What follows belongs to an exercise in optimizing a design on an open flow for small area; a production flow would make more cautious choices.
In this exercise RTL edits were held to simulation tests only and were not proved equivalent to the original.
Power and IR drop assume default switching activity. No driver is modelled on the clock port, so clocking that relies on it looks cheaper here than on a real chip.

## TOP_FIR
module TOP_FIR(clk, rst, data_in, data_out);
input clk, rst;
input [15:0] data_in;
output [15:0] data_out;
reg [15:0] data_out;
reg [15:0] d [0:34];
reg [4:0] lf;                  
reg f18, f19;                  
reg n34, n35;                  
reg [7:0] nlo;                 
reg [7:0] nhi;                 
reg [7:0] ylo;                 
reg cn7, kn8, cy7, ky8;        
integer i;
wire [7:0] na_l = ~(d[17][7:0] & {8{f18}});       
wire [15:8] na_h = ~(d[18][15:8] & {8{f19}});     
wire [3:0] a_l = ~na_l[3:0];                       
wire [11:4] a_h = {~na_h[11:8], ~d[18][7:4] & {4{f19}}};    
wire [7:0] b_l = ~d[33][7:0] & {8{~n34}};          
wire [15:8] b_h = ~d[34][15:8] & {8{~n35}};        
always @(posedge clk) begin
	d[0] <= data_in;
	for (i = 1; i < 35; i = i + 1)
		d[i] <= d[i-1];
	d[18][7:0] <= na_l;
	d[19][15:8] <= na_h;
end
always @(posedge clk) begin
	if (rst) begin
		lf <= 5'd0;
		f18 <= 1'b0;
		f19 <= 1'b0;
		n34 <= 1'b1;
		n35 <= 1'b1;
	end else begin
		lf <= {lf[3:0], ~(lf[4] ^ lf[0])};
		f18 <= f18 | (lf[4] & lf[3] & ~lf[0]);
		f19 <= f18;
		n34 <= n34 & ~(f18 & lf[3] & lf[2] & lf[1]);
		n35 <= n34;
	end
end
genvar g;
wire [7:0] nl_p = nlo ^ b_l ^ na_l;
wire [7:0] nl_c = (nlo & b_l) | (nlo & na_l) | (b_l & na_l);
wire [7:0] nl_q = {nl_c[6:0], 1'b1};
wire [8:0] nl_k;
wire [7:0] nl_s;
assign nl_k[0] = 1'b0;
generate for (g = 0; g < 8; g = g + 1) begin : nl_add
	assign nl_s[g] = nl_p[g] ^ nl_q[g] ^ nl_k[g];
	assign nl_k[g+1] = (nl_p[g] & nl_q[g]) | (nl_p[g] & nl_k[g]) | (nl_q[g] & nl_k[g]);
end endgenerate
wire [7:0] nh_p = nhi ^ b_h ^ na_h;
wire [7:0] nh_c = (nhi & b_h) | (nhi & na_h) | (b_h & na_h);
wire [7:0] nh_q = {nh_c[6:0], cn7};
wire [8:0] nh_k;
wire [7:0] nh_s;
assign nh_k[0] = kn8;
  ...
export LEC_CHECK = 0
export CAP_MARGIN = 20
export CORE_MARGIN = 2
export CORE_UTILIZATION = 70
export PLACE_DENSITY = 0.85
export SLEW_MARGIN = 20
create_clock -name core_clock -period 5.0 [get_ports {clk}]
standard.sh (not shown) runs the stock make flow with config.mk's settings and CLKGATE_MAP_FILE= SYNTH_SCRIPT=/design/flow/synth_recipe.tcl, a recipe that flattens the netlist after the stock synthesis.
==> flow/flow/run.sh <==
#!/bin/bash
# The standard layout (standard.sh) with these changes:
#  - after the standard synthesis, flow/handmap.py rebuilds the logic in front of
#    the accumulator registers as the carry-save / ripple-carry adders the RTL
#    describes, and flow/polopt.py re-chooses the polarity of the full-adder and xor cells
#    and the type of two-input gates to drop inverters. Both keep the netlist
#    logically the same and leave every register, its name and cell type alone;
#  - clock tree synthesis adds no dummy loads, clusters up to 36 sinks per
#    buffer and uses clkbuf_4 above the leaf buffers;
#  - port buffers are buf_1.
set -e
W=$PWD
R=$W/orfs/results/sky130hd/TOP_FIR/base
export CTS_ARGS="-sink_clustering_enable -repair_clock_nets -dont_use_dummy_load -buf_list sky130_fd_sc_hd__clkbuf_16 -root_buf sky130_fd_sc_hd__clkbuf_4 -sink_clustering_size 36 -sink_clustering_max_diameter 100"
export BUFFER_PORTS_ARGS="-buffer_cell sky130_fd_sc_hd__buf_1"
bash standard.sh $R/1_2_yosys.v > standard_synth.log 2>&1
cp $R/1_2_yosys.v $W/1_2_yosys_std.v
python3 $W/flow/handmap.py $W/1_2_yosys_std.v $W/1_2_yosys_hm.v > handmap.log 2>&1
python3 $W/flow/polopt.py $W/1_2_yosys_hm.v $R/1_2_yosys.v > polopt.log 2>&1
bash standard.sh > standard.log 2>&1
Other scripts of this flow, unchanged in this note and not shown: flow/flow/handmap.py, flow/flow/polopt.py
Then changed:
--- a/flow/flow/run.sh
+++ b/flow/flow/run.sh
@@ -7,3 +7,3 @@
 #    logically the same and leave every register, its name and cell type alone;
-#  - clock tree synthesis adds no dummy loads, clusters up to 36 sinks per
+#  - clock tree synthesis adds no dummy loads, clusters up to 37 sinks per
 #    buffer and uses clkbuf_4 above the leaf buffers;
@@ -13,3 +13,3 @@
 R=$W/orfs/results/sky130hd/TOP_FIR/base
-export CTS_ARGS="-sink_clustering_enable -repair_clock_nets -dont_use_dummy_load -buf_list sky130_fd_sc_hd__clkbuf_16 -root_buf sky130_fd_sc_hd__clkbuf_4 -sink_clustering_size 36 -sink_clustering_max_diameter 100"
+export CTS_ARGS="-sink_clustering_enable -repair_clock_nets -dont_use_dummy_load -buf_list sky130_fd_sc_hd__clkbuf_16 -root_buf sky130_fd_sc_hd__clkbuf_4 -sink_clustering_size 37 -sink_clustering_max_diameter 100"
 export BUFFER_PORTS_ARGS="-buffer_cell sky130_fd_sc_hd__buf_1"
Effect:
- utilization does not change
- global-route usage stays flat
- synthesized cell count is unchanged
- via count is about the same
- routed wire length barely changes
- worst hold slack got worse by 0.0059 ns
- maximum frequency goes down by 0.76%
- total power hardly moves

[separate check: timing with driven ports]
In the flow no input, the clock included, has a driving cell. The finished layouts below were timed again as built, in two steps. Step 1 assumes that a clkbuf_16 drives the clock port and a buf_2 every other input. Step 2 adds t to the input delays and takes it off the output delays; t is the mean of the earliest and latest rising clock arrival at the registers after step 1. Input paths then give back, and output paths get back, about the clock's delay inside the block. Slacks: ideal ports / drivers / drivers and shift; pairs: ideal ports / drivers.
run	t, ns	setup WS [ns]	worst setup path after step 2	worst slew at a driven data input, ns	cell pins on the clock port's net
the first run	0.769	0.558 / 0.558 / 0.558	register to register	0.03	1
the second run	0.768	0.524 / 0.524 / 0.524	register to register	0.03	1
After both steps every run listed still meets setup and hold.
